Context: an optimization exercise on an open-source flow, tuned for small area. The choices shown serve that exercise and are no tape-out recipe. Only simulation tests tie the RTL to the original design; equivalence was not proved. No activity file was given, so power comes from the tool's default toggle rates.

==> design.v <==
module PongGame
(
	input CLOCK_50,
	input [3:0] KEY,
	input [9:0] SW,
	output logic VGA_BLANK_N,
	output logic VGA_SYNC_N,
	output logic VGA_HS,
	output logic VGA_VS,
	output logic [7:0] VGA_R,
	output logic [7:0] VGA_G,
	output logic [7:0] VGA_B
);
	function automatic [16:0] add(input [16:0] a, input [16:0] b, input ci);
		logic c;
		c = ci;
		for (int i = 0; i < 17; i++) begin
			add[i] = a[i] ^ b[i] ^ c;
			c = (a[i] & b[i]) | (c & (a[i] ^ b[i]));
		end
	endfunction
	function automatic lt(input [16:0] a, input [16:0] b);
		logic c;
		c = 1'b0;
		for (int i = 0; i < 17; i++)
			c = (~a[i] & b[i]) | (~(a[i] ^ b[i]) & c);
		lt = c;
	endfunction
	function automatic inr(input [16:0] a, input [16:0] lo, input [16:0] hi);
		inr = ~lt(a, lo) & ~lt(hi, a);
	endfunction
	wire rst = SW[9];
	logic [10:0] h;
	logic [9:0]  v;
	wire hEnd = h[10] & h[4];                        
	wire vEnd = v[9] & v[7] & v[4] & v[3] & v[1];    
	always_ff @(posedge CLOCK_50) begin
		h <= (rst | hEnd) ? 11'd0 : 11'(add(17'(h), 17'd0, 1'b1));
		v <= (rst | vEnd) ? 10'd0 : 10'(add(17'(v), 17'd0, hEnd));
	end
	wire visible = lt(17'(h), 17'd800) & lt(17'(v), 17'd600);
	assign VGA_BLANK_N = visible;
	assign VGA_HS = ~inr(17'(h), 17'd856, 17'd975);
	assign VGA_VS = ~inr(17'(v), 17'd637, 17'd642);
	assign VGA_SYNC_N = VGA_HS | VGA_VS;
	logic [5:0] cnt;
	always_ff @(posedge CLOCK_50)
		cnt <= rst ? 6'd0 : 6'(add(17'(cnt), 17'd0, 1'b1));
	wire tick = (cnt == 6'd1);
	logic [9:0] ly, ry;
	wire lUp = ~KEY[2] &  KEY[3];
	wire lDn =  KEY[2] & ~KEY[3];
	wire rUp = ~KEY[0] &  KEY[1];
	wire rDn =  KEY[0] & ~KEY[1];
	wire lDec = lUp & (|ly[9:1]);                  
	wire lMov = tick & (lDec | (lDn & ~(ly[9] & ly[4] & ly[1])));    
	wire rDec = rUp & (|ry[9:1]);
	wire rMov = tick & (rDec | (rDn & ~(ry[9] & ry[4] & ry[1])));
	logic [9:0] lyN, ryN;
	always_comb begin
		logic tl, tr;
		tl = lMov; tr = rMov;
		for (int i = 0; i < 10; i++) begin
			lyN[i] = ly[i] ^ tl;
			ryN[i] = ry[i] ^ tr;
			tl = tl & (ly[i] ^ lDec);
			tr = tr & (ry[i] ^ rDec);
		end
	end
	always_ff @(posedge CLOCK_50) begin
		ly <= (rst & ~tick) ? 10'd265 : lyN;
		ry <= (rst & ~tick) ? 10'd265 : ryN;
	end
	logic [15:0] bx;        
	logic [16:0] by;        
	logic        vr;        
	logic [1:0]  vm;        
	logic        vxs, vys;  
	logic [3:0]  lt_, lo_, rt_, ro_;  
	wire [9:0]  left = bx[15:6];
	wire [10:0] T    = by[16:6];                        
	wire scoreR = tick & (~|bx[15:7]) & vxs;            
	wire scoreL = tick & ~lt(17'(left), 17'd791) & ~vxs;  
	wire        sel = left[9];                          
	wire [9:0]  bt  = sel ? ry : ly;
	wire [10:0] r   = 11'(add(17'(T), 17'(~{1'b0, bt}), 1'b1));    
	wire topValid = ~inr(17'(T), 17'd3, 17'd11);        
	wire dOK    = inr(17'(r), 17'd3, 17'd82) & topValid;
	wire k0     = lt(17'(r), 17'd13);
	wire kUp    = lt(17'(r), 17'd43);
	logic [1:0] km;
	always_comb begin
		if      (k0 | ~lt(17'(r), 17'd73))                     km = 2'd0;
		else if (lt(17'(r), 17'd23) | ~lt(17'(r), 17'd63))     km = 2'd1;
		else if (lt(17'(r), 17'd33) | ~lt(17'(r), 17'd53))     km = 2'd2;
		else                                                    km = 2'd3;
	end
	wire inSec = dOK & ~(k0 & lt(17'(bt), 17'd5));
	wire V = sel ? (inr(17'(left), 17'd749, 17'd751) & ~vxs)
	             : (inr(17'(left), 17'd39, 17'd41) & vxs);
	wire H = sel ? inr(17'(left), 17'd751, 17'd769)
	             : inr(17'(left), 17'd21, 17'd39);
	wire topHit = lt(17'(r), 17'd4) & ~lt(17'(bt), 17'd3) & ~vys;    
	wire botHit = inr(17'(r), 17'd81, 17'd84) & vys;                  
	wire wall = (inr(17'(T), 17'd12, 17'd14) & vys)                   
	          | ((~lt(17'(T), 17'd602) | lt(17'(T), 17'd3)) & ~vys);  
	wire flip   = tick & (wall | (~V & H & (topHit | botHit)));
	wire paddle = tick & ~wall & V & inSec;
	logic nr, nxs, nys;
	logic [1:0] nm;
	always_comb begin
		nr = vr; nm = vm; nxs = vxs; nys = vys;
		if (scoreR | scoreL) begin
			nr = 1'b1; nm = 2'd0; nxs = scoreL; nys = 1'b0;
		end else if (flip)
			nys = ~vys;
		else if (paddle) begin
			nr = 1'b0; nm = km; nxs = sel; nys = kUp;
		end
	end
	always_ff @(posedge CLOCK_50) begin
		if (rst) begin
			vr <= 1'b1; vm <= 2'd0; vxs <= 1'b0; vys <= 1'b0;
		end else begin
			vr <= nr; vm <= nm; vxs <= nxs; vys <= nys;
		end
	end
	logic [6:0] xm, ym;
	always_comb begin
		case (nm)
			2'd0: begin xm = 7'd59; ym = 7'd102; end
			2'd1: begin xm = 7'd77; ym = 7'd77;  end
			2'd2: begin xm = 7'd86; ym = 7'd50;  end
			default: begin xm = 7'd87; ym = 7'd23; end
		endcase
		if (nr) begin
			xm = 7'd48; ym = 7'd48;
		end
	end
	wire xneg = tick & nxs;
	wire yneg = tick & nys;
	wire [6:0] xop = (tick ? xm : 7'd0) ^ {7{xneg}};
	wire [6:0] yop = (tick ? ym : 7'd0) ^ {7{yneg}};
	wire restart = rst | scoreR | scoreL;
	always_ff @(posedge CLOCK_50) begin
		if (restart) begin
			bx <= 16'd25280;      
			by <= 17'd19648;      
		end else begin
			bx <= 16'(add(17'(bx), 17'({{9{xneg}}, xop}), xneg & ~nr));
			by <= add(by, {{10{yneg}}, yop}, yneg);
		end
	end
	always_ff @(posedge CLOCK_50) begin
		if (rst) begin
			lt_ <= 4'd0; lo_ <= 4'd0; rt_ <= 4'd0; ro_ <= 4'd0;
		end else begin
			if (scoreL) begin
				if (lt_ == 4'd12 && lo_ == 4'd7) begin lt_ <= 4'd0; lo_ <= 4'd0; end
				else if (lo_ == 4'd9) begin lt_ <= 4'(add(17'(lt_), 17'd0, 1'b1)); lo_ <= 4'd0; end
				else lo_ <= 4'(add(17'(lo_), 17'd0, 1'b1));
			end
			if (scoreR) begin
				if (rt_ == 4'd12 && ro_ == 4'd7) begin rt_ <= 4'd0; ro_ <= 4'd0; end
				else if (ro_ == 4'd9) begin rt_ <= 4'(add(17'(rt_), 17'd0, 1'b1)); ro_ <= 4'd0; end
				else ro_ <= 4'(add(17'(ro_), 17'd0, 1'b1));
			end
		end
	end
	wire [9:0]  dxb = 10'(add(17'(h[9:0]), 17'(~left), 1'b1));       
	wire [10:0] dyb = 11'(add(17'(T), 17'(~{1'b0, v}), 1'b1));      
	wire drawBallV = lt(17'(dxb), 17'd10) & inr(17'(dyb), 17'd3, 17'd12) & ~lt(17'(T), 17'd12);
	wire ballOrigin = ~|left & (T == 11'd12);
	wire [9:0] bd  = h[9] ? ry : ly;
	wire [9:0] dyp = 10'(add(17'(v), 17'(~bd), 1'b1));             
	wire barRow = lt(17'(dyp), 17'd70);
	wire drawLBar = inr(17'(h), 17'd30, 17'd39) & barRow;
	wire drawRBar = inr(17'(h), 17'd760, 17'd769) & barRow;
	wire drawLine = inr(17'(h), 17'd397, 17'd400) & ~v[4];
	logic [3:0] dig;
	logic inDig;
	always_comb begin
		dig = 4'd15; inDig = 1'b0;
		if      (inr(17'(h), 17'd320, 17'd344)) begin dig = lt_; inDig = 1'b1; end
		else if (inr(17'(h), 17'd355, 17'd379)) begin dig = lo_; inDig = 1'b1; end
		else if (inr(17'(h), 17'd410, 17'd434)) begin dig = rt_; inDig = 1'b1; end
		else if (inr(17'(h), 17'd445, 17'd469)) begin dig = ro_; inDig = 1'b1; end
	end
	wire xL = inr(17'(h), 17'd320, 17'd327) | inr(17'(h), 17'd355, 17'd362)
	        | inr(17'(h), 17'd410, 17'd417) | inr(17'(h), 17'd445, 17'd452);
	wire xR = inr(17'(h), 17'd336, 17'd344) | inr(17'(h), 17'd371, 17'd379)
	        | inr(17'(h), 17'd426, 17'd434) | inr(17'(h), 17'd461, 17'd469);
	wire yA  = inr(17'(v), 17'd10, 17'd19);
	wire yAC = inr(17'(v), 17'd10, 17'd39);
	wire yC  = inr(17'(v), 17'd30, 17'd39);
	wire yCE = inr(17'(v), 17'd30, 17'd59);
	wire yE  = inr(17'(v), 17'd50, 17'd59);
	logic sa, sb, sc, sd, se, sf, sg;
	always_comb begin
		case (dig)
			4'd0: {sa,sb,sc,sd,se,sf,sg} = 7'b1111110;
			4'd1: {sa,sb,sc,sd,se,sf,sg} = 7'b0000110;
			4'd2: {sa,sb,sc,sd,se,sf,sg} = 7'b1011011;
			4'd3: {sa,sb,sc,sd,se,sf,sg} = 7'b1001111;
			4'd4: {sa,sb,sc,sd,se,sf,sg} = 7'b0100111;
			4'd5: {sa,sb,sc,sd,se,sf,sg} = 7'b1101101;
			4'd6: {sa,sb,sc,sd,se,sf,sg} = 7'b1111101;
			4'd7: {sa,sb,sc,sd,se,sf,sg} = 7'b1000110;
			4'd8: {sa,sb,sc,sd,se,sf,sg} = 7'b1111111;
			4'd9: {sa,sb,sc,sd,se,sf,sg} = 7'b1100111;
			default: {sa,sb,sc,sd,se,sf,sg} = 7'b0000000;
		endcase
	end
	wire drawScore = inDig & ((yA & sa) | (yE & sd) | (yC & sg)
	                        | (xL & ((yAC & sb) | (yCE & sc)))
	                        | (xR & ((yAC & sf) | (yCE & se))));
	wire pBall = visible ? drawBallV : ballOrigin;
	wire pGrey = visible & (drawScore | drawLine);
	wire pLBar = visible & drawLBar;
	wire pRBar = visible & drawRBar;
	always_comb begin
		if (pBall)
			{VGA_R, VGA_G, VGA_B} = {8'hFF, 8'hFF, 8'hFF};
		else if (pGrey)
			{VGA_R, VGA_G, VGA_B} = {8'hA0, 8'hA0, 8'hA0};
		else if (pLBar)
			{VGA_R, VGA_G, VGA_B} = {8'hFF, 8'h60, 8'h60};
		else if (pRBar)
			{VGA_R, VGA_G, VGA_B} = {8'h60, 8'h60, 8'hFF};
		else
			{VGA_R, VGA_G, VGA_B} = 24'h000000;
	end
endmodule
==> run.sh <==
#!/bin/bash
# synth_recipe.tcl (not shown) runs the flow's synth.tcl, then flattens the netlist and writes it again
# the make line also repeats each setting of config.mk as NAME=value (left out here)
make -C /OpenROAD-flow-scripts/flow DESIGN_CONFIG=/design/flow/config.mk WORK_HOME=/design/flow/orfs CLKGATE_MAP_FILE= SYNTH_SCRIPT=/design/flow/synth_recipe.tcl finish
==> config.mk <==
export PLATFORM = sky130hd
export DESIGN_NAME = PongGame
export DESIGN_NICKNAME = PongGame
export VERILOG_FILES = /design/flow/design.v
export SDC_FILE = /design/flow/constraint.sdc
export NUM_CORES = 4
export LEC_CHECK = 0
export CAP_MARGIN = 20
export CORE_MARGIN = 2
export CORE_UTILIZATION = 60
export CTS_BUF_LIST = sky130_fd_sc_hd__clkbuf_8
export SLEW_MARGIN = 20
==> constraint.sdc <==
create_clock -name core_clock -period 20.0 [get_ports {CLOCK_50}]
set_input_delay 4.0000 -clock core_clock [delete_from_list [all_inputs] [get_ports {CLOCK_50}]]
set_output_delay 4.0000 -clock core_clock [all_outputs]
set_load 0.01 [all_outputs]
==> results of run 1 <==
Yosys cell counts (all sizes together), types with 4 or more instances:
cell    count  area share
dfxtp     101        0.25
nor2       84       0.039
inv        68       0.031
nand2      68       0.031
fa         64        0.16
ha         46       0.070
a21oi      39       0.024
and2       35       0.027
clkbuf     35       0.016
o21ai      34       0.021
nor3       26       0.016
xnor2      26       0.028
buf        24       0.021
nand3      22       0.013
mux2i      20       0.024
nor2b      18       0.014
nand2b     17       0.013
xor2       17       0.018
or2        15       0.011
nor4       14       0.011
or3        13      0.0099
a31oi      12       0.011
mux2       12       0.016
a211oi     11       0.010
nand4      11      0.0084
o31ai      11       0.010
and3       10      0.0076
o211ai     10      0.0091
a211o       5      0.0053
nand3b      5      0.0046
nand4b      5      0.0053
nor3b       5      0.0046
or4         5      0.0050
a221oi      4      0.0043
and4        4      0.0043
and4b       4      0.0049
power groups by stage:
stage / combinational [uW] / sequential (uW) / clock [uW]
2_1_floorplan: 45.4 / 217 / 0
6_report: 58.5 / 216 / 141
3_5_place_dp: 57.1 / 221 / 0
5_1_grt: 67.1 / 218 / 151
4_1_cts: 57.7 / 216 / 145
3_3_place_gp: 54.4 / 220 / 0
state kept, by name, indices dropped and copies added (netlist names), 2 cells and up:
| signal | count |
|---|---|
| bx | 16 |
| by | 17 |
| cnt | 6 |
| h | 11 |
| lo_ | 4 |
| lt_ | 4 |
| ly | 10 |
| ro_ | 4 |
| rt_ | 4 |
| ry | 10 |
| v | 10 |
| vm | 2 |
layer usage:
layer	up-vias	routed length, um	GRT usage
li1	3231	-	-
met1	3306	8419	0.3566
met2	213	9285	0.4691
met3	34	881	0.04041
met4	0	466	0.1119
met5	-	0	0
worst register-to-register path, delay by kind of cell, from the launching register on:
family          cells  cell delay (ns)
flops               1             0.33
buf+inv             6             0.59
mux                 1             0.32
simple gates        7             2.25
xor+xnor            2             0.32
compound gates      3             0.71
fa+ha+maj          25             7.52
final timing paths:
path                            depth (start not counted)  endpoint  startpoint  slack, ns
worst max-delay path                                   44    by[16]      bx[15]       7.82
worst min-delay path                                    1    cnt[0]      cnt[0]       0.46
worst max register to register                         44    by[16]      bx[15]       7.82
worst min register to register                          1    cnt[0]      cnt[0]       0.46
layout by cell type (no fill, tap or decap), types with 13 or more instances in the layout:
cell type / instances
mux2i_1: 20
nand3_1: 22
nand2b_1: 17
clkdlybuf4s50_1: 33
or2_2: 15
nor2_1: 82
or3_1: 13
o21ai_0: 31
dfxtp_1: 101
inv_1: 69
xnor2_1: 26
xor2_1: 17
nor2b_1: 18
a21oi_1: 39
nand2_1: 68
and2_1: 34
nor3_1: 25
ha_1: 46
fa_1: 64
final cells by class:
class                      instances  area share
inverter                          68     0.02929
timing repair buffer              36     0.04048
tap                              176     0.02527
clock buffer                       9     0.01421
multi-input combinational        716      0.6494
sequential                       101      0.2320
clock inverter                     7    0.009331
stage by stage:
step | total power [uW] | area [um2] | hold slack (ns) | worst slack [ns] | util
after global routing | 435.6 | 8716 | 0.5101 | 7.272 | 0.6556
after global placement | 274.8 | 8504 | 0.4292 | 8.200 | 0.6397
after CTS | 418.5 | 8710 | 0.4712 | 7.869 | 0.6551
after floorplan | 262.1 | 8227 | 0.4215 | 9.110 | -
after detailed placement | 277.8 | 8504 | 0.4435 | 7.899 | 0.6397
final | 416.1 | 8716 | 0.4649 | 7.822 | 0.6556
kinds of logic after synthesis:
| logic type | synth area share |
|---|---|
| AO/OA/AOI/OAI | 0.1343 |
| XOR/XNOR | 0.04578 |
| adder cells (fa/ha/maj) | 0.2257 |
| buffers and inverters | 0.06829 |
| flip-flops | 0.2458 |
| multiplexers | 0.04076 |
| AND/OR/NAND/NOR | 0.2394 |
==> impl_metrics.ini, run 1 <==
[die]
start_util = 0.6188
die_x_um = 121.1
coreArea_um2 = 13300
pin_count = 43
die-height_um = 121.1
rows = 42
die-area_um2 = 14660

[min_path]
hp-class = flip-flop to flip-flop

[sta]
hold_violations = 0
period_minus_slack_ns = 12.18
max_freq_ghz = 0.08212
slew_violations = 0
fin_skew_ns = 0.02419
relSlewSlack = 0.2466
setup_violations = 0
setup-tns-final_ns = 0
tightest_slew_ns = 1.121
fin_crit_sh = 0.6089
rsz0062_at_grt = no

[global_route]
grt_pass1_vias = 6840
grt_pass1_wl_mm = 32.69
grt-ovfl-total = 0
grt_antenna_before_repair = 0
grtUsageTotal = 0.2776
grt_max_degree = 29

[critical_path]
end_kind = flip-flop
path_class = flip-flop to flip-flop
cpMostUsedCell = fa_1
worst-path-buf-inv = 6
max_stage_delay_ns = 0.60
crit_slowest_cell = nand4b_1
crit_path_start_kind = flip-flop
critPathArrivalTime_ns = 12.44
crit_family = adder cells
worstPathRequired_ns = 20.27
path_max_fanout = 18

[synth]
async_reset_ff_frac = 0
ys.flop_type = dfxtp_1
netlist_area_um2 = 8227
synth_edf_count = 0
synth_cell_types = 74
synth_nets = 1069
synth_cells = 944
ys_ff_latch = 101
seq_area_frac_synth = 0.2458
yosys_warnings = 1
avgSynthCellArea_um2 = 8.715

[route]
firstDrtPassIters = 4
vias_per_cell = 6.095
wl_mm = 19.05
drt_iter0_markers = 434
drc_errors = 0
vias = 6784
final_antenna_net_count = 0
avgRoutedWirePerCell_um = 17.12

[finish]
area_growth_pct = 5.947
instances_no_fill = 1113
multiInputGateArea_um2 = 5660
drive_gt1_frac = 0.06510
fillerInstances = 1152
fin_nets = 1057
diodes = 0
seqCellArea_um2 = 2022

[power]
internal-power_uw = 290.1
ir_drop_mv = 0.03220
clkPwrFrac = 0.340
power.switching_uw = 126.0
p_leak_uw = 0.003398
powerDensity_nw_per_um2 = 47.74
p_sw_frac = 0.3029
seqPwrFrac = 0.520
combPwrFrac = 0.140

[clock_tree]
post-cts-setup-buffer-count = 0
cts-resized-gates = 0
worstSkewPairLatency_ns = 0.41
numCtsBuffers = 9
cts.clk_slew.worst_paths_ns = 0.11
root_buffer = clkbuf_8
clockBufferDepth = 2
cts_tree = done
postCtsHoldBufs = 0
numClockSinks = 101
htree_num_levels = 3

[placed_design]
dpl.cell_count = 1097
io_buffers = 33
gp_congestion = 0.9482
dpl.hpwl_mm = 14.58

[job]
cap_violations = 0

[status]
status = complete, no violations
==> run 2, diff against run 1 <==
--- a/config.mk
+++ b/config.mk
@@ -10,3 +10,4 @@
 export CORE_UTILIZATION = 60
-export CTS_BUF_LIST = sky130_fd_sc_hd__clkbuf_8
+export CTS_CLUSTER_DIAMETER = 200
+export CTS_CLUSTER_SIZE = 30
 export SLEW_MARGIN = 20
==> impl_metrics.ini, run 2 <==
[synth]
avgSynthCellArea_um2 = 8.715
synth_most_common_cell = dfxtp_1
synth_edf_count = 0
synth_cells = 944
synth_nets = 1069
synth_cell_types = 74
ys.flop_type = dfxtp_1
synthTopCellsByCount = dfxtp_1 (101), nor2_1 (82), inv_1 (68), nand2_1 (68), fa_1 (64)
seq_area_frac_synth = 0.2458
netlist.area_leader.share = 0.2458
netlist_area_um2 = 8227
async_reset_ff_frac = 0
yosys_warnings = 1
ys_ff_latch = 101
yosys.area.top_type = dfxtp_1
ys_top_cells_by_area = dfxtp_1 (25%), fa_1 (16%), ha_1 (7.0%)

[sta]
setup_violations = 0
fin_crit_sh = 0.6081
max_freq_ghz = 0.08222
setup-tns-final_ns = 0
whs_ns = 0.4567
relSlewSlack = 0.2417
rsz0062_at_grt = no
period_minus_slack_ns = 12.16
hold_violations = 0
fin_skew_ns = 0.01463
tightest_slew_ns = 1.128
slew_violations = 0
setup_ws_ns = 7.837

[finish]
area_growth_pct = 7.179
final_cell_mix = dfxtp_1 (101), nor2_1 (82), inv_1 (68), nand2_1 (68), fa_1 (64)
multiInputGateArea_um2 = 5660
fin_nets = 1057
instances_no_fill = 1113
reg.largest.list = by x17, bx x16, h x11
seqCellArea_um2 = 2022
top_register = by
fillerInstances = 1145
diodes = 0
drive_gt1_frac = 0.06510
final_common_cell = dfxtp_1
largest_reg_flops = 17

[min_path]
whs_path_depth = 1
hp-start = cnt[0]
hp-class = flip-flop to flip-flop
holdPathEnd = cnt[0]

[die]
start_util = 0.6188
pin_count = 43
coreArea_um2 = 13300
die_x_um = 121.1
die-height_um = 121.1
die-area_um2 = 14660
rows = 42

[clock_tree]
clockBufferDepth = 2
cts-resized-gates = 0
cts_tree = done
postCtsHoldBufs = 0
numClockSinks = 101
root_buffer = clkbuf_16
cts.clk_slew.worst_paths_ns = 0.08
numCtsBuffers = 9
htree_num_levels = 3
post-cts-setup-buffer-count = 0
worstSkewPairLatency_ns = 0.36

[power]
power.total_uw = 459.5
powerDensity_nw_per_um2 = 52.11
ir_drop_mv = 0.03901
p_leak_uw = 0.003440

[critical_path]
reg2reg_from = bx[15]
critPathArrivalTime_ns = 12.38
path_max_fanout = 18
r2r_end = by[16]
end_kind = flip-flop
max_stage_delay_ns = 0.60
crit_slowest_cell = nand4b_1
crit_path_start_kind = flip-flop
path_class = flip-flop to flip-flop
ff2ff_path_depth = 44
rrSetupSlack_ns = 7.84
cpMostUsedCell = fa_1
worstPathRequired_ns = 20.22

[global_route]
grt_use_met2 = 0.4761
grt_antenna_before_repair = 0
grt_pass1_vias = 6854
grt-ovfl-total = 0
grt_use_met1 = 0.3590
grt_max_degree = 29
busiest_layer = met2
grtUsageTotal = 0.2775
grt_pass1_wl_mm = 32.82
use_met3 = 0.03524

[placed_design]
dp_slack_ns = 7.899
dpl.hpwl_mm = 14.58
dpl.cell_count = 1097
gp_congestion = 0.9482
io_buffers = 33

[route]
avgRoutedWirePerCell_um = 17.24
firstDrtPassIters = 5
drt_iter0_markers = 458
vias_per_cell = 6.098
wl_mm = 19.19
final_antenna_net_count = 0
vias = 6787
drc_errors = 0

[job]
cap_violations = 0

[status]
status = complete, no violations
==> run 2: area by class of cell <==
cell class | instances | share of cell area
Tap cell | 176 | 0.02498
Clock inverter | 6 | 0.008798
Multi-Input combinational cell | 716 | 0.6420
Timing Repair Buffer | 36 | 0.04002
Sequential cell | 101 | 0.2293
Inverter | 68 | 0.02895
Clock buffer | 10 | 0.02597
==> run 2: metal layers <==
layer  wire length (um)  up-vias
met2               9456      208
met5                  0        -
met4                399        0
met3                834       37
li1                   -     3239
met1               8501     3303
==> run 2: how the worst max path moves through the flow <==
stage | startpoint | to | slack [ns] | cells after the start
2_1_floorplan | bx[15] | by[16] | 9.11 | 45
3_3_place_gp | bx[15] | by[16] | 8.20 | 44
3_5_place_dp | bx[15] | by[16] | 7.90 | 44
4_1_cts | bx[15] | by[16] | 7.87 | 44
5_1_grt | bx[15] | by[16] | 7.27 | 44
6_report | bx[15] | by[16] | 7.84 | 44
==> run 2: critical path: cells and delay by family, from the launching register on <==
kind / cells / cell delay, ns
adder cells (fa/ha/maj): 25 / 7.52
AND/OR/NAND/NOR: 7 / 2.26
buffers and inverters: 6 / 0.59
XOR/XNOR: 2 / 0.32
flip-flops: 1 / 0.32
multiplexers: 1 / 0.30
AO/OA/AOI/OAI: 3 / 0.72
==> run 2: through the flow <==
stage / utilization / instance area, um2
6_report: 0.6632 / 8817
3_3_place_gp: 0.6397 / 8504
2_1_floorplan: - / 8227
5_1_grt: 0.6632 / 8817
3_5_place_dp: 0.6397 / 8504
4_1_cts: 0.6627 / 8811
==> run 2: power by group <==
part	switching (uW)	total, uW	internal [uW]
registers	9.21	216	207
clock network	85.2	185	99.6
logic	35.3	58.5	23.3
==> run 2: cell families (layout without fill, tap and decap cells) <==
logic type      after synthesis  after routing  share of synthesized area
simple gates                369            369                     0.2394
compound gates              162            162                     0.1343
buf+inv                     127            120                    0.06829
fa+ha+maj                   110            110                     0.2257
flops                       101            101                     0.2458
xor+xnor                     43             43                    0.04578
mux                          32             32                    0.04076
==> run 3, diff against run 2 <==
--- a/config.mk
+++ b/config.mk
@@ -9,5 +9,3 @@
 export CORE_MARGIN = 2
-export CORE_UTILIZATION = 60
-export CTS_CLUSTER_DIAMETER = 200
-export CTS_CLUSTER_SIZE = 30
+export CORE_UTILIZATION = 40
 export SLEW_MARGIN = 20
==> impl_metrics.ini, run 3 <==
[critical_path]
cpMostUsedCell = fa_1
crit_path_start_kind = flip-flop
crit_slowest_cell = nand4b_1
path_max_fanout = 15
ff2ff_path_depth = 43
path_class = flip-flop to flip-flop
worstPathRequired_ns = 20.22
rrSetupSlack_ns = 7.88
reg2reg_from = bx[15]
max_stage_delay_ns = 0.61
critPathArrivalTime_ns = 12.35
r2r_end = by[16]
end_kind = flip-flop

[synth]
netlist.area_leader.share = 0.2458
synth_nets = 1069
yosys_warnings = 1
synthTopCellsByCount = dfxtp_1 (101), nor2_1 (82), inv_1 (68), nand2_1 (68), fa_1 (64)
async_reset_ff_frac = 0
ys_ff_latch = 101
synth_most_common_cell = dfxtp_1
ys.flop_type = dfxtp_1
seq_area_frac_synth = 0.2458
ys_top_cells_by_area = dfxtp_1 (25%), fa_1 (16%), ha_1 (7.0%)
netlist_area_um2 = 8227
avgSynthCellArea_um2 = 8.715
synth_cell_types = 74
synth_cells = 944
synth_edf_count = 0
yosys.area.top_type = dfxtp_1

[route]
final_antenna_net_count = 0
drt_iter0_markers = 471
firstDrtPassIters = 5
vias_per_cell = 5.398
avgRoutedWirePerCell_um = 15.64
vias = 6526
drc_errors = 0
wl_mm = 18.90

[die]
die_x_um = 147.4
pin_count = 43
rows = 52
die-height_um = 147.4
die-area_um2 = 21730
coreArea_um2 = 20230
start_util = 0.4066

[sta]
fin_crit_sh = 0.6062
slew_violations = 0
hold_violations = 0
tightest_slew_ns = 1.014
whs_ns = 0.4597
rsz0062_at_grt = no
max_freq_ghz = 0.08248
relSlewSlack = 0.3181
period_minus_slack_ns = 12.12
setup-tns-final_ns = 0
setup_violations = 0
fin_skew_ns = 0.01086

[clock_tree]
cts_tree = done
clockBufferDepth = 2
postCtsHoldBufs = 0
numClockSinks = 101
cts-resized-gates = 0
root_buffer = clkbuf_16
cts.clk_slew.worst_paths_ns = 0.08
worstSkewPairLatency_ns = 0.36
htree_num_levels = 3
numCtsBuffers = 9
post-cts-setup-buffer-count = 0

[min_path]
holdPathEnd = cnt[0]
hp-start = cnt[0]
whs_path_depth = 1
hp-class = flip-flop to flip-flop

[placed_design]
io_buffers = 33
gp_congestion = 0.8672
dpl.hpwl_mm = 14.53

[finish]
top_register = by
reg.largest.list = by x17, bx x16, h x11
area_growth_pct = 8.593
final_cell_mix = dfxtp_1 (101), nor2_1 (82), inv_1 (68), nand2_1 (68), fa_1 (64)
largest_reg_flops = 17
final_common_cell = dfxtp_1
diodes = 0
fin_nets = 1059
drive_gt1_frac = 0.06603

[global_route]
grt_pass1_wl_mm = 31.72
grt_max_degree = 29
grtUsageTotal = 0.1804
grt_pass1_vias = 6253
grt_antenna_before_repair = 0
grt-ovfl-total = 0

[power]
p_leak_uw = 0.003447
powerDensity_nw_per_um2 = 50.64
ir_drop_mv = 0.03800

[job]
cap_violations = 0

[status]
status = complete, no violations
[run 3: how the worst max path moves through the flow]
| stage | from | endpoint | slack (ns) | cells past startpoint |
|---|---|---|---|---|
| finish | bx[15] | by[16] | 7.88 | 43 |
| global route | bx[15] | by[16] | 7.16 | 43 |
| CTS | bx[15] | by[16] | 7.86 | 43 |
| detailed placement | bx[15] | by[16] | 7.90 | 43 |
| global placement | bx[15] | by[16] | 8.02 | 43 |
| floorplan | bx[15] | by[16] | 9.11 | 45 |
[run 3: where the power goes]
group          total [uW]  leakage (uW)  switching [uW]  internal [uW]
Combinational        57.0       0.00249            33.9           23.1
Sequential            216      0.000817            9.02            207
Clock                 179      0.000144            81.7           97.8
Total                 452       0.00345             125            328
[run 3: cell families (layout without fill, tap and decap cells)]
group | after synthesis | in the layout | share of synthesized area
flops | 101 | 101 | 0.2458
compound gates | 162 | 162 | 0.1343
fa+ha+maj | 110 | 110 | 0.2257
buf+inv | 127 | 122 | 0.06829
simple gates | 369 | 369 | 0.2394
xor+xnor | 43 | 43 | 0.04578
mux | 32 | 32 | 0.04076
[run 3: worst max-delay path: cells and delay by family, from the launching register on]
| kind | cells | cell delay (ns) |
|---|---|---|
| adders and majority gates | 25 | 7.50 |
| and+or+nand+nor | 7 | 2.26 |
| AOI/OAI and AO/OA | 3 | 0.72 |
| DFF | 1 | 0.57 |
| muxes | 1 | 0.32 |
| buffers and inverters | 5 | 0.31 |
| xor gates and xnor gates | 2 | 0.31 |
[run 3: final cells by class]
class | count | area [um2]
Multi-Input combinational cell | 716 | 5660
Tap cell | 270 | 337.8
Fill cell | 2013 | 11300
Sequential cell | 101 | 2022
Clock buffer | 11 | 232.7
Inverter | 68 | 255.2
Clock inverter | 5 | 57.56
Timing Repair Buffer | 38 | 367.9
[run 3: routing by layer]
metal | up-vias | track usage | routed length [um] | part of all wire
met4 | 0 | 0.05096 | 291 | 0.015
met3 | 18 | 0.02716 | 534 | 0.028
li1 | 3232 | - | - | -
met2 | 112 | 0.2932 | 8721 | 0.46
met5 | - | 0 | 0 | 0
met1 | 3164 | 0.2513 | 9356 | 0.49
[run 3: per-stage QoR]
step                power [uW]    util  std cells  area (um2)  setup WS [ns]
finish                   452.4  0.4415       1209        8934          7.876
global route             474.7  0.4415       1209        8934          7.156
CTS                      458.1  0.4412       1209        8927          7.859
detailed placement       277.5  0.4268       1193        8637          7.899
global placement         276.6  0.4268       1193        8637          8.022
floorplan                262.1       -        944        8227          9.110
==> run 4, diff against run 3 <==
==> flow/run.sh (new file) <==
#!/bin/bash
# Standard layout, with the port buffers made from the smallest buffer cell.
set -e
cp standard.sh standard_copy.txt
export BUFFER_PORTS_ARGS="-buffer_cell sky130_fd_sc_hd__buf_1"
bash standard.sh > standard.log 2>&1
==> standard.sh (new file) <==
#!/bin/bash
# synth_recipe.tcl (not shown) runs the flow's synth.tcl, then flattens the netlist and writes it again
# the make line also repeats each setting of config.mk as NAME=value (left out here)
make -C /OpenROAD-flow-scripts/flow DESIGN_CONFIG=/design/flow/config.mk WORK_HOME=/design/flow/orfs CLKGATE_MAP_FILE= SYNTH_SCRIPT=/design/flow/synth_recipe.tcl "${@:-finish}"
--- a/config.mk
+++ b/config.mk
@@ -9,3 +9,4 @@
 export CORE_MARGIN = 2
-export CORE_UTILIZATION = 40
+export CORE_UTILIZATION = 60
+export CTS_BUF_LIST = sky130_fd_sc_hd__clkbuf_8
 export SLEW_MARGIN = 20
removed: run.sh
==> impl_metrics.ini, run 4 <==
[critical_path]
crit_slowest_cell = nand4b_1
cpMostUsedCell = fa_1
critPathArrivalTime_ns = 12.34
cp-startpoint = bx[15]
reg2reg_from = bx[15]
path_class = flip-flop to flip-flop
path_max_fanout = 15
max_stage_delay_ns = 0.61
ff2ff_path_depth = 43
crit_path_start_kind = flip-flop
end_kind = flip-flop
worstPathRequired_ns = 20.25

[status]
status = complete, no violations

[global_route]
grt_antenna_before_repair = 0
grtUsageTotal = 0.2758
grt_pass1_vias = 6566
grt_max_degree = 29
grt_pass1_wl_mm = 32.09
grt-ovfl-total = 0

[min_path]
hp-class = flip-flop to flip-flop
hp-start = cnt[0]
whs_path_depth = 1

[finish]
post-route-cell-area_um2 = 8481
drive_gt1_frac = 0.06190
final_common_cell = dfxtp_1
fillerInstances = 1176
fin_nets = 1058
diodes = 0
area_growth_pct = 3.087
reg.largest.list = by x17, bx x16, h x11
largest_reg_flops = 17
top_register = by
final_cell_mix = dfxtp_1 (101), nor2_1 (82), inv_1 (72)

[synth]
synth_top_family_by_area = simple AND/OR/NAND/NOR gates
synth_most_common_cell = dfxtp_1
ys_top_cells_by_area = dfxtp_1 (25%), fa_1 (16%), ha_1 (7.0%)
ys.flop_type = dfxtp_1
avgSynthCellArea_um2 = 8.715
synthAdderAreaFrac = 0.2257
synth_cell_types = 74
synthTopCellsByCount = dfxtp_1 (101), nor2_1 (82), inv_1 (68), nand2_1 (68), fa_1 (64)
yosys_warnings = 1
ys_ff_latch = 101
synth_xor_area_frac = 0.04578
synth_nets = 1069
synth_edf_count = 0
netlist.area_leader.share = 0.2458
synth_cells = 944
synth-compound-area-share = 0.1343
yosys.area_share.simple = 0.2394
async_reset_ff_frac = 0
netlist_area_um2 = 8227
synth_mux_area_frac = 0.04076
yosys.area.top_type = dfxtp_1
seq_area_frac_synth = 0.2458

[clock_tree]
numCtsBuffers = 9
worstSkewPairLatency_ns = 0.39
root_buffer = clkbuf_8
post-cts-setup-buffer-count = 0
postCtsHoldBufs = 0
cts-resized-gates = 0
numClockSinks = 101
htree_num_levels = 3
clockBufferDepth = 2
cts_tree = done
cts.clk_slew.worst_paths_ns = 0.09

[placed_design]
io_buffers = 33
dp_slack_ns = 7.898
dpl.hpwl_mm = 14.67
gp_congestion = 0.9679
dpl-instance-area_um2 = 8305

[route]
firstDrtPassIters = 5
vias = 6730
drc_errors = 0
avgRoutedWirePerCell_um = 17.15
final_antenna_net_count = 0
wl_mm = 19.08
drt_iter0_markers = 479
vias_per_cell = 6.047

[sta]
max_freq_ghz = 0.08272
setup-tns-final_ns = 0
setup_violations = 0
slew_violations = 0
fin_crit_sh = 0.6045
rsz0062_at_grt = no
tightest_slew_ns = 0.9306
setup_ws_ns = 7.911
period_minus_slack_ns = 12.09
whs_ns = 0.4627
fin_skew_ns = 0.01316
relSlewSlack = 0.3717
hold_violations = 0

[power]
clkPwrFrac = 0.298
p_sw_frac = 0.2914
power.switching_uw = 113.4
internal-power_uw = 275.9
ir_drop_mv = 0.03734
powerDensity_nw_per_um2 = 45.91
p_leak_uw = 0.003312
seqPwrFrac = 0.555
combPwrFrac = 0.147
power.total_uw = 389.3

[die]
die-area_um2 = 14660
coreArea_um2 = 13300
rows = 42
die-height_um = 121.1
pin_count = 43
die_x_um = 121.1
start_util = 0.6188

[job]
cap_violations = 0
==> run 4: kinds of logic (layout without fill, tap and decap cells) <==
group | Yosys count | after routing
adder cells (fa/ha/maj) | 110 | 110
XOR/XNOR | 43 | 43
multiplexers | 32 | 32
flip-flops | 101 | 101
AO/OA/AOI/OAI | 162 | 162
AND/OR/NAND/NOR | 369 | 369
buffers and inverters | 127 | 120
==> run 4: final timing paths <==
check / to / slack, ns
max: by[16] / 7.91
min: cnt[0] / 0.46
max reg2reg: by[16] / 7.91
min reg2reg: cnt[0] / 0.46
==> run 4: power groups by stage <==
| stage | logic (uW) | registers [uW] | clock network (uW) |
|---|---|---|---|
| 3_3_place_gp | 53.8 | 220 | 0 |
| 6_report | 57.2 | 216 | 116 |
| 5_1_grt | 65.5 | 217 | 127 |
| 3_5_place_dp | 56.4 | 220 | 0 |
| 4_1_cts | 56.7 | 216 | 121 |
| 2_1_floorplan | 45.4 | 217 | 0 |
==> run 4: final cells by class <==
type | instances | area (um2) | share of cell area
multi-input combinational | 716 | 5669 | 0.6685
inverter | 68 | 255.2 | 0.03010
sequential | 101 | 2022 | 0.2384
tap | 176 | 220.2 | 0.02597
clock inverter | 5 | 22.52 | 0.002656
timing repair buffer | 37 | 153.9 | 0.01815
clock buffer | 10 | 137.6 | 0.01623
==> run 4: layer usage <==
metal | up-vias | GRT usage | wire (um)
li1 | 3229 | - | -
met1 | 3238 | 0.3522 | 8200
met2 | 224 | 0.4673 | 9313
met3 | 39 | 0.04464 | 1067
met4 | 0 | 0.1068 | 501
met5 | - | 0 | 0
==> run 4: critical path, delay by kind of cell, from the launching register on <==
family          cells  cell delay, ns
xor+xnor            2            0.30
compound gates      3            0.70
fa+ha+maj          25            7.52
mux                 1            0.31
buf+inv             5            0.31
simple gates        7            2.25
flops               1            0.55
==> run 4: stage by stage <==
step                      std cells  utilization
after detailed placement       1098       0.6247
after CTS                      1113       0.6367
after floorplan                 944            -
after global routing           1113       0.6379
final                          1113       0.6379
after global placement         1098       0.6247
==> run 5, diff against run 4 <==
--- a/design.v
+++ b/design.v
@@ -32,2 +32,15 @@
 	wire rst = SW[9];
+	function automatic [7:0] scoreToggles(input [3:0] t, input [3:0] o, input inc);
+		logic nine, wrap;
+		nine = o[3] & o[0];                           
+		wrap = t[3] & t[2] & o[2] & o[1] & o[0];      
+		scoreToggles[0] = inc;
+		scoreToggles[1] = inc & o[0] & ~o[3];
+		scoreToggles[2] = inc & o[0] & o[1];
+		scoreToggles[3] = inc & o[0] & (o[3] | (o[1] & o[2] & ~(t[3] & t[2])));
+		scoreToggles[4] = inc & nine;
+		scoreToggles[5] = inc & nine & t[0];
+		scoreToggles[6] = inc & ((nine & t[0] & t[1]) | wrap);
+		scoreToggles[7] = inc & ((nine & t[0] & t[1] & t[2]) | wrap);
+	endfunction
 	logic [10:0] h;
@@ -85,5 +98,6 @@
 	wire [9:0]  bt  = sel ? ry : ly;
-	wire [10:0] r   = 11'(add(17'(T), 17'(~{1'b0, bt}), 1'b1));    
+	wire [9:0]  r   = 10'(add(17'(T[9:0]), 17'(~bt), 1'b1));
+	wire rOK    = ~T[10];
 	wire topValid = ~inr(17'(T), 17'd3, 17'd11);        
-	wire dOK    = inr(17'(r), 17'd3, 17'd82) & topValid;
+	wire dOK    = inr(17'(r), 17'd3, 17'd82) & rOK & topValid;
 	wire k0     = lt(17'(r), 17'd13);
@@ -102,4 +116,4 @@
 	             : inr(17'(left), 17'd21, 17'd39);
-	wire topHit = lt(17'(r), 17'd4) & ~lt(17'(bt), 17'd3) & ~vys;    
-	wire botHit = inr(17'(r), 17'd81, 17'd84) & vys;                  
+	wire topHit = lt(17'(r), 17'd4) & rOK & ~lt(17'(bt), 17'd3) & ~vys;    
+	wire botHit = inr(17'(r), 17'd81, 17'd84) & rOK & vys;                  
 	wire wall = (inr(17'(T), 17'd12, 17'd14) & vys)                   
@@ -157,12 +171,4 @@
 		end else begin
-			if (scoreL) begin
-				if (lt_ == 4'd12 && lo_ == 4'd7) begin lt_ <= 4'd0; lo_ <= 4'd0; end
-				else if (lo_ == 4'd9) begin lt_ <= 4'(add(17'(lt_), 17'd0, 1'b1)); lo_ <= 4'd0; end
-				else lo_ <= 4'(add(17'(lo_), 17'd0, 1'b1));
-			end
-			if (scoreR) begin
-				if (rt_ == 4'd12 && ro_ == 4'd7) begin rt_ <= 4'd0; ro_ <= 4'd0; end
-				else if (ro_ == 4'd9) begin rt_ <= 4'(add(17'(rt_), 17'd0, 1'b1)); ro_ <= 4'd0; end
-				else ro_ <= 4'(add(17'(ro_), 17'd0, 1'b1));
-			end
+			{lt_, lo_} <= {lt_, lo_} ^ scoreToggles(lt_, lo_, scoreL);
+			{rt_, ro_} <= {rt_, ro_} ^ scoreToggles(rt_, ro_, scoreR);
 		end
@@ -170,4 +176,4 @@
 	wire [9:0]  dxb = 10'(add(17'(h[9:0]), 17'(~left), 1'b1));       
-	wire [10:0] dyb = 11'(add(17'(T), 17'(~{1'b0, v}), 1'b1));      
-	wire drawBallV = lt(17'(dxb), 17'd10) & inr(17'(dyb), 17'd3, 17'd12) & ~lt(17'(T), 17'd12);
+	wire [9:0]  dyb = 10'(add(17'(T[9:0]), 17'(~v), 1'b1));         
+	wire drawBallV = lt(17'(dxb), 17'd10) & inr(17'(dyb), 17'd3, 17'd12) & ~T[10] & ~lt(17'(T), 17'd12);
 	wire ballOrigin = ~|left & (T == 11'd12);
==> flow/run.sh (replaced) <==
#!/bin/bash
# The standard layout (standard.sh) with three area changes:
#  * port buffers made from the smallest buffer cell,
#  * after the floorplan, every logic cell that synthesis upsized is put
#    back to its smallest drive strength (repair_design fixes any slew or
#    capacitance violation this causes later on),
#  * no dummy loads in the clock tree.
set -e
FLOWDIR=$(cd "$(dirname "$0")" && pwd)
export BUFFER_PORTS_ARGS="-buffer_cell sky130_fd_sc_hd__buf_1"
export POST_FLOORPLAN_TCL="$FLOWDIR/downsize.tcl"
export CTS_ARGS="-sink_clustering_enable -repair_clock_nets -buf_list sky130_fd_sc_hd__clkbuf_16 -dont_use_dummy_load -sink_clustering_size 50 -sink_clustering_max_diameter 200"
bash standard.sh > standard.log 2>&1
==> flow/downsize.tcl (new file) <==
# Put every combinational cell at its smallest drive strength.
set db [ord::get_db]
set block [ord::get_db_block]
set count 0
foreach inst [$block getInsts] {
  set master [$inst getMaster]
  set name [$master getName]
  if { ![regexp {^(sky130_fd_sc_hd__[a-z0-9]+)_([0-9]+)$} $name -> base size] } { continue }
  if { [regexp {df|dl|conb|tap|fill|decap|clk} $base] } { continue }
  set best ""
  set best_area [expr {[$master getWidth] * [$master getHeight]}]
  foreach s {0 1 2} {
    if { $s >= $size } { continue }
    set cand [$db findMaster "${base}_$s"]
    if { $cand == "NULL" } { continue }
    set a [expr {[$cand getWidth] * [$cand getHeight]}]
    if { $a < $best_area } { set best_area $a; set best "${base}_$s" }
  }
  if { $best != "" } {
    replace_cell [$inst getName] $best
    incr count
  }
}
puts "downsize.tcl: resized $count cells"
==> impl_metrics.ini, run 5 <==
[critical_path]
crit_path_start_kind = flip-flop
cpMostUsedCell = fa_1
rrSetupSlack_ns = 7.55
end_kind = flip-flop
max_stage_delay_ns = 0.77
endpoint = by[16]
r2r_end = by[16]
worstPathRequired_ns = 20.21
ff2ff_path_depth = 42
crit_slowest_cell = a211oi_1
path_class = flip-flop to flip-flop
cp-startpoint = bx[15]
reg2reg_from = bx[15]
critPathArrivalTime_ns = 12.66
path_max_fanout = 12

[sta]
rsz0062_at_grt = no
fin_crit_sh = 0.6227
max_freq_ghz = 0.08029
whs_ns = 0.4706
tightest_slew_ns = 0.9077
relSlewSlack = 0.3912
setup-tns-final_ns = 0
slew_violations = 0
fin_skew_ns = 0.01268
setup_violations = 0
period_minus_slack_ns = 12.45
hold_violations = 0

[clock_tree]
numCtsBuffers = 9
numClockSinks = 101
clockBufferDepth = 2
post-cts-setup-buffer-count = 0
cts_tree = done
postCtsHoldBufs = 0
root_buffer = clkbuf_16
cts.clk_slew.worst_paths_ns = 0.07
cts-resized-gates = 0
htree_num_levels = 3
worstSkewPairLatency_ns = 0.35

[global_route]
grt_max_degree = 34
grt_antenna_before_repair = 0
grt_pass1_wl_mm = 32.04
grt-ovfl-total = 0
grt_pass1_vias = 6505
grtUsageTotal = 0.2779

[power]
powerDensity_nw_per_um2 = 50.56
ir_drop_mv = 0.04862
internal-power_uw = 309.4
combPwrFrac = 0.132
clkPwrFrac = 0.354
seqPwrFrac = 0.514
p_leak_uw = 0.003363
power.switching_uw = 115.5
p_sw_frac = 0.2718

[synth]
ys_ff_latch = 101
avgSynthCellArea_um2 = 8.828
async_reset_ff_frac = 0
ys.flop_type = dfxtp_1
yosys_warnings = 1
netlist_area_um2 = 8104
synth_cell_types = 70
ys_top_cells_by_area = dfxtp_1 (25%), fa_1 (15%), ha_1 (5.9%)
yosys.area.top_type = dfxtp_1
synth_nets = 1033
netlist.area_leader.share = 0.2495
synthTopCellsByCount = dfxtp_1 (101), nor2_1 (90), inv_1 (64)
seq_area_frac_synth = 0.2495
synth_cells = 918
synth_edf_count = 0
synth_most_common_cell = dfxtp_1

[route]
drt_iter0_markers = 400
avgRoutedWirePerCell_um = 17.68
vias = 6671
drc_errors = 0
vias_per_cell = 6.115
firstDrtPassIters = 5
wl_mm = 19.29
final_antenna_net_count = 0

[die]
rows = 42
die_x_um = 120.2
pin_count = 43
start_util = 0.6120
die-height_um = 120.2
die-area_um2 = 14450
coreArea_um2 = 13240

[finish]
utilization = 0.6345
largest_reg_flops = 17
final_cell_mix = dfxtp_1 (101), nor2_1 (90), inv_1 (64)
drive_gt1_frac = 0.05792
post-route-cell-area_um2 = 8403
final_common_cell = dfxtp_1
reg.largest.list = by x17, bx x16, h x11
fin_nets = 1032
seqCellArea_um2 = 2022
multiInputGateArea_um2 = 5504
fillerInstances = 1207
area_growth_pct = 3.690
diodes = 0
top_register = by

[min_path]
hp-class = flip-flop to flip-flop

[placed_design]
io_buffers = 33
gp_congestion = 0.8929
dpl-instance-area_um2 = 8178
dpl.hpwl_mm = 14.61

[status]
status = complete, no violations

[job]
cap_violations = 0
run 5: area by class of cell:
class | instances | area share
clock buffers | 9 | 0.02680
inverters | 64 | 0.02859
multi-input cells | 699 | 0.6550
flip-flops and latches | 101 | 0.2406
well taps | 176 | 0.02621
repair buffers | 42 | 0.02278
run 5: metrics by stage:
stage | setup WS, ns | std cells | power, uW
finish | 7.545 | 1091 | 424.8
global route | 6.682 | 1091 | 443.4
CTS | 7.645 | 1091 | 427.1
detailed placement | 7.665 | 1082 | 277.5
global placement | 7.809 | 1082 | 275.0
floorplan | 9.277 | 918 | 262.9
run 5: power by group through the flow:
stage	clock (uW)	combinational, uW	sequential (uW)
floorplan	0	45.3	218
CTS	153	55.5	218
global route	160	64.0	220
finish	151	55.9	218
detailed placement	0	54.8	223
global placement	0	52.6	222
run 5: kinds of logic (layout without fill, tap and decap cells):
logic type,after synthesis,count (layout),share of synthesized area
compound gates,160,160,0.1388
xor+xnor,43,43,0.04647
fa+ha+maj,100,100,0.2118
buf+inv,118,115,0.06469
flops,101,101,0.2495
mux,38,38,0.04925
simple gates,358,358,0.2395
run 5: worst min path at each step:
stage          startpoint     end  cells after the start
2_1_floorplan      cnt[0]  cnt[0]                      1
3_3_place_gp       cnt[0]  cnt[0]                      1
3_5_place_dp       cnt[0]  cnt[0]                      1
4_1_cts              h[0]    h[0]                      1
5_1_grt             by[0]   by[0]                      2
6_report           cnt[0]  cnt[0]                      1
run 5: worst max-delay path: cells and delay by family (launching register included):
family / cells / cell delay, ns
xor+xnor: 3 / 0.60
buf+inv: 6 / 0.77
flops: 1 / 0.60
compound gates: 2 / 0.87
simple gates: 5 / 1.71
fa+ha+maj: 24 / 7.25
mux: 2 / 0.51
run 5: metal layers:
layer,vias up,track usage,part of all wire
met5,-,0,0
met4,0,0.09738,0.027
met3,45,0.05142,0.050
met2,207,0.4666,0.48
met1,3221,0.3612,0.44
li1,3198,-,-
==> run 6, diff against run 5 <==
--- a/flow/run.sh
+++ b/flow/run.sh
@@ -11,3 +11,3 @@
 export POST_FLOORPLAN_TCL="$FLOWDIR/downsize.tcl"
-export CTS_ARGS="-sink_clustering_enable -repair_clock_nets -buf_list sky130_fd_sc_hd__clkbuf_16 -dont_use_dummy_load -sink_clustering_size 50 -sink_clustering_max_diameter 200"
+export CTS_ARGS="-sink_clustering_enable -repair_clock_nets -buf_list sky130_fd_sc_hd__clkbuf_8 -dont_use_dummy_load -sink_clustering_size 30 -sink_clustering_max_diameter 150"
 bash standard.sh > standard.log 2>&1
==> impl_metrics.ini, run 6 <==
[status]
status = complete, no violations

[synth]
yosys_warnings = 1
synth_nets = 1033
seq_area_frac_synth = 0.2495
ys_ff_latch = 101
netlist_area_um2 = 8104
ys.flop_type = dfxtp_1
async_reset_ff_frac = 0
synth_cell_types = 70
synth_cells = 918
yosys.area.top_type = dfxtp_1
synth_edf_count = 0
avgSynthCellArea_um2 = 8.828
synth_most_common_cell = dfxtp_1
netlist.area_leader.share = 0.2495
synthTopCellsByCount = dfxtp_1 (101), nor2_1 (90), inv_1 (64)
ys_top_cells_by_area = dfxtp_1 (25%), fa_1 (15%), ha_1 (5.9%)

[route]
vias = 6700
firstDrtPassIters = 5
avgRoutedWirePerCell_um = 17.55
final_antenna_net_count = 0
drt_iter0_markers = 405
drc_errors = 0
vias_per_cell = 6.141
wl_mm = 19.15

[sta]
slew_violations = 0
fin_crit_sh = 0.6237
tightest_slew_ns = 0.9223
fin_skew_ns = 0.01967
period_minus_slack_ns = 12.47
max_freq_ghz = 0.08017
setup-tns-final_ns = 0
rsz0062_at_grt = no
hold_violations = 0
relSlewSlack = 0.3814
setup_violations = 0
setup_ws_ns = 7.526

[job]
cap_violations = 0

[finish]
top_register = by
final_common_cell = dfxtp_1
final_cell_mix = dfxtp_1 (101), nor2_1 (90), inv_1 (64)
diodes = 0
reg.largest.list = by x17, bx x16, h x11
multiInputGateArea_um2 = 5504
fillerInstances = 1213
largest_reg_flops = 17
drive_gt1_frac = 0.05792
area_growth_pct = 2.439
fin_nets = 1032
seqCellArea_um2 = 2022

[power]
p_leak_uw = 0.003317
p_sw_frac = 0.2891
ir_drop_mv = 0.03417
power.total_uw = 380.0
power.switching_uw = 109.9
combPwrFrac = 0.147
powerDensity_nw_per_um2 = 45.78
seqPwrFrac = 0.574
clkPwrFrac = 0.279
internal-power_uw = 270.2

[placed_design]
dpl.hpwl_mm = 14.61
dp_slack_ns = 7.665
io_buffers = 33
gp_congestion = 0.8929

[critical_path]
cpMostUsedCell = fa_1
path_max_fanout = 12
critPathArrivalTime_ns = 12.72
worstPathRequired_ns = 20.25
crit_path_start_kind = flip-flop
max_stage_delay_ns = 0.77
crit_slowest_cell = a211oi_1
path_class = flip-flop to flip-flop
end_kind = flip-flop

[clock_tree]
cts.clk_slew.worst_paths_ns = 0.10
worstSkewPairLatency_ns = 0.39
htree_num_levels = 3
cts_tree = done
root_buffer = clkbuf_8
numClockSinks = 101
cts-resized-gates = 0
postCtsHoldBufs = 0
clockBufferDepth = 2
post-cts-setup-buffer-count = 0
numCtsBuffers = 9

[die]
die_x_um = 120.2
coreArea_um2 = 13240
pin_count = 43
rows = 42
die-height_um = 120.2
start_util = 0.6120
die-area_um2 = 14450

[global_route]
grt_pass1_wl_mm = 31.94
grtUsageTotal = 0.2765
grt_antenna_before_repair = 0
grt-ovfl-total = 0
grt_pass1_vias = 6524
grt_max_degree = 34

[min_path]
hp-class = flip-flop to flip-flop
[run 6: cell counts after synthesis]
Identical to the previous run, type by type.
[run 6: kinds of logic after synthesis]
kind of cell / synth area share
mux: 0.04925
flops: 0.2495
simple gates: 0.2395
compound gates: 0.1388
fa+ha+maj: 0.2118
buf+inv: 0.06469
xor+xnor: 0.04647
[run 6: critical path, delay by kind of cell (launching register included)]
kind / cells / cell delay, ns
buffers and inverters: 6 / 0.78
multiplexers: 2 / 0.51
adder cells (fa/ha/maj): 24 / 7.23
AO/OA/AOI/OAI: 2 / 0.87
XOR/XNOR: 3 / 0.60
AND/OR/NAND/NOR: 5 / 1.70
flip-flops: 1 / 0.62
[run 6: power by group through the flow]
stage / combinational [uW] / sequential, uW / clock [uW]
after floorplan: 45.3 / 218 / 0
after global placement: 52.6 / 222 / 0
after detailed placement: 54.8 / 223 / 0
after CTS: 55.5 / 218 / 109
after global routing: 63.9 / 219 / 115
final: 55.7 / 218 / 106
[run 6: metrics by stage]
step,util,hold slack (ns),instances,area [um2]
3_5_place_dp,0.6175,0.4664,1082,8178
5_1_grt,0.6269,0.5045,1091,8302
2_1_floorplan,-,0.4215,918,8104
4_1_cts,0.6269,0.4779,1091,8302
6_report,0.6269,0.4770,1091,8302
3_3_place_gp,0.6175,0.4290,1082,8178
[run 6: worst paths after layout]
check,startpoint,endpoint,slack [ns],cells past startpoint
min,h[0],h[0],0.48,1
max,bx[15],by[16],7.53,42
max reg2reg,bx[15],by[16],7.53,42
min reg2reg,h[0],h[0],0.48,1
[run 6: per-layer routing]
metal | up-vias | routed length [um] | global-route usage
met5 | - | 0 | 0
li1 | 3196 | - | -
met4 | 0 | 507 | 0.09956
met3 | 47 | 982 | 0.04953
met2 | 206 | 9320 | 0.4652
met1 | 3251 | 8333 | 0.3585
[run 6: area by class of cell]
cell class / instances / share of cell area
Clock buffer: 9 / 0.01492
Inverter: 64 / 0.02894
Multi-Input combinational cell: 699 / 0.6630
Sequential cell: 101 / 0.2436
Tap cell: 176 / 0.02653
Timing Repair Buffer: 42 / 0.02306
==> run 7, diff against run 6 <==
--- a/flow/run.sh
+++ b/flow/run.sh
@@ -11,3 +11,3 @@
 export POST_FLOORPLAN_TCL="$FLOWDIR/downsize.tcl"
-export CTS_ARGS="-sink_clustering_enable -repair_clock_nets -buf_list sky130_fd_sc_hd__clkbuf_8 -dont_use_dummy_load -sink_clustering_size 30 -sink_clustering_max_diameter 150"
+export CTS_ARGS="-sink_clustering_enable -repair_clock_nets -buf_list sky130_fd_sc_hd__clkbuf_8 -dont_use_dummy_load"
 bash standard.sh > standard.log 2>&1
==> impl_metrics.ini, run 7 <==
[die]
pin_count = 43
rows = 42
start_util = 0.6120
die_x_um = 120.2
die-area_um2 = 14450
coreArea_um2 = 13240
die-height_um = 120.2

[synth]
yosys_warnings = 1
synthTopCellsByCount = dfxtp_1 (101), nor2_1 (90), inv_1 (64)
synth_cells = 918
ys.flop_type = dfxtp_1
seq_area_frac_synth = 0.2495
synth_edf_count = 0
avgSynthCellArea_um2 = 8.828
netlist.area_leader.share = 0.2495
synth_most_common_cell = dfxtp_1
ys_top_cells_by_area = dfxtp_1 (25%), fa_1 (15%), ha_1 (5.9%)
netlist_area_um2 = 8104
synth_cell_types = 70
ys_ff_latch = 101
synth_nets = 1033
async_reset_ff_frac = 0
yosys.area.top_type = dfxtp_1

[min_path]
holdPathEnd = h[0]
hp-class = flip-flop to flip-flop
hp-start = h[0]
whs_path_depth = 1

[critical_path]
ff2ff_path_depth = 42
critPathArrivalTime_ns = 12.72
crit_family = adder cells
cpMostUsedCell = fa_1
crit_path_start_kind = flip-flop
worst-path-buf-inv = 6
end_kind = flip-flop
path_class = flip-flop to flip-flop
rrSetupSlack_ns = 7.53
crit_slowest_cell = a211oi_1
path_max_fanout = 12
r2r_end = by[16]
reg2reg_from = bx[15]
worstPathRequired_ns = 20.25
max_stage_delay_ns = 0.77

[job]
cap_violations = 0

[finish]
reg.largest.list = by x17, bx x16, h x11
final_common_cell = dfxtp_1
post-route-cell-area_um2 = 8302
fin_nets = 1032
largest_reg_flops = 17
area_growth_pct = 2.439
drive_gt1_frac = 0.05792
final_cell_mix = dfxtp_1 (101), nor2_1 (90), inv_1 (64)
fillerInstances = 1213
utilization = 0.6269
instances_no_fill = 1091
diodes = 0
top_register = by

[clock_tree]
worstSkewPairLatency_ns = 0.39
cts-resized-gates = 0
cts.clk_slew.worst_paths_ns = 0.10
post-cts-setup-buffer-count = 0
numCtsBuffers = 9
clockBufferDepth = 2
htree_num_levels = 3
postCtsHoldBufs = 0
numClockSinks = 101
root_buffer = clkbuf_8
cts_tree = done

[power]
combPwrFrac = 0.147
power.switching_uw = 109.9
internal-power_uw = 270.2
power.total_uw = 380.0
powerDensity_nw_per_um2 = 45.78
p_leak_uw = 0.003317
seqPwrFrac = 0.574
clkPwrFrac = 0.279
p_sw_frac = 0.2891
ir_drop_mv = 0.03417

[placed_design]
dpl-instance-area_um2 = 8178
gp_congestion = 0.8929
dpl.cell_count = 1082
io_buffers = 33
dpl.hpwl_mm = 14.61

[route]
vias = 6700
avgRoutedWirePerCell_um = 17.55
wl_mm = 19.15
final_antenna_net_count = 0
vias_per_cell = 6.141
drc_errors = 0
firstDrtPassIters = 5
drt_iter0_markers = 405

[global_route]
use_met3 = 0.04953
busiest_layer = met2
grtUsageTotal = 0.2765
grt_pass1_vias = 6524
grt_use_met2 = 0.4652
grt_antenna_before_repair = 0
grt_use_met1 = 0.3585
grt_pass1_wl_mm = 31.94
grt-ovfl-total = 0
grt_max_degree = 34

[sta]
max_freq_ghz = 0.08017
setup_violations = 0
slew_violations = 0
hold_violations = 0
relSlewSlack = 0.3814
fin_crit_sh = 0.6237
rsz0062_at_grt = no
fin_skew_ns = 0.01967
period_minus_slack_ns = 12.47
setup-tns-final_ns = 0
tightest_slew_ns = 0.9223

[status]
status = complete, no violations
## run 7: cell counts in the layout (fill, tap and decap cells not counted)
No cell type changed its count.
## run 7: stage by stage
step | hold slack (ns) | setup slack [ns]
after floorplan | 0.4215 | 9.277
after global placement | 0.4290 | 7.809
after detailed placement | 0.4664 | 7.665
after CTS | 0.4779 | 7.633
after global routing | 0.5045 | 6.660
final | 0.4770 | 7.526
## run 7: kinds of logic (layout without fill, tap and decap cells)
group / count (synthesis) / after routing / share of synthesized area
AO/OA/AOI/OAI: 160 / 160 / 0.1388
XOR/XNOR: 43 / 43 / 0.04647
buffers and inverters: 118 / 115 / 0.06469
multiplexers: 38 / 38 / 0.04925
AND/OR/NAND/NOR: 358 / 358 / 0.2395
adder cells (fa/ha/maj): 100 / 100 / 0.2118
flip-flops: 101 / 101 / 0.2495
## run 7: how the worst max path moves through the flow
stage                      start  cells after the start  endpoint
final                     bx[15]                     42    by[16]
after global placement    bx[15]                     42    by[16]
after CTS                 bx[15]                     42    by[16]
after floorplan           bx[15]                     39    bx[14]
after detailed placement  bx[15]                     42    by[16]
after global routing      bx[15]                     42    by[16]
## run 7: area by class of cell
cell class / count / area (um2) / area share
Tap cell: 176 / 220.2 / 0.02653
Inverter: 64 / 240.2 / 0.02894
Timing Repair Buffer: 42 / 191.4 / 0.02306
Multi-Input combinational cell: 699 / 5504 / 0.6630
Clock buffer: 9 / 123.9 / 0.01492
Sequential cell: 101 / 2022 / 0.2436
## run 7: worst register-to-register path: cells and delay by family (launching register included)
family,cells,cell delay [ns]
buffers and inverters,6,0.78
adders and majority gates,24,7.23
AOI/OAI and AO/OA,2,0.87
DFF,1,0.62
muxes,2,0.51
and+or+nand+nor,5,1.70
xor gates and xnor gates,3,0.60
## run 7: power groups by stage
| stage | registers (uW) | clock network [uW] | logic, uW |
|---|---|---|---|
| after global routing | 219 | 115 | 63.9 |
| after global placement | 222 | 0 | 52.6 |
| after floorplan | 218 | 0 | 45.3 |
| after detailed placement | 223 | 0 | 54.8 |
| final | 218 | 106 | 55.7 |
| after CTS | 218 | 109 | 55.5 |
## run 7: metal layers
metal  up-vias  wire length (um)
met3        47               982
met2       206              9320
met4         0               507
met5         -                 0
li1       3196                 -
met1      3251              8333

[separate check: timing with driven ports]
The flow's constraints put no driver on any port. The routed layouts listed below were extracted and timed again, unchanged, in two steps. Step 1 assumes that a clkbuf_16 drives the clock port and a buf_2 every other input. Step 2, shift: input delay + t, output delay - t, t = (earliest + latest rising clock arrival at the registers) / 2. This alone moves slack from input paths to output paths. Three values: ideal ports, drivers, drivers and shift; two values: the first two.
run | t (ns) | setup WS [ns] | cell pins on the clock port's net
run 1 | 0.436 | 7.822 / 7.822 / 7.822 | 1
run 2 | 0.398 | 7.837 / 7.837 / 7.837 | 1
run 3 | 0.400 | 7.876 / 7.876 / 7.876 | 1
run 4 | 0.422 | 7.911 / 7.911 / 7.911 | 1
run 5 | 0.389 | 7.545 / 7.545 / 7.545 | 1
run 6 | 0.412 | 7.526 / 7.526 / 7.526 | 1
run 7 | 0.412 | 7.526 / 7.526 / 7.526 | 1
After both steps setup and hold are still met in every run listed.
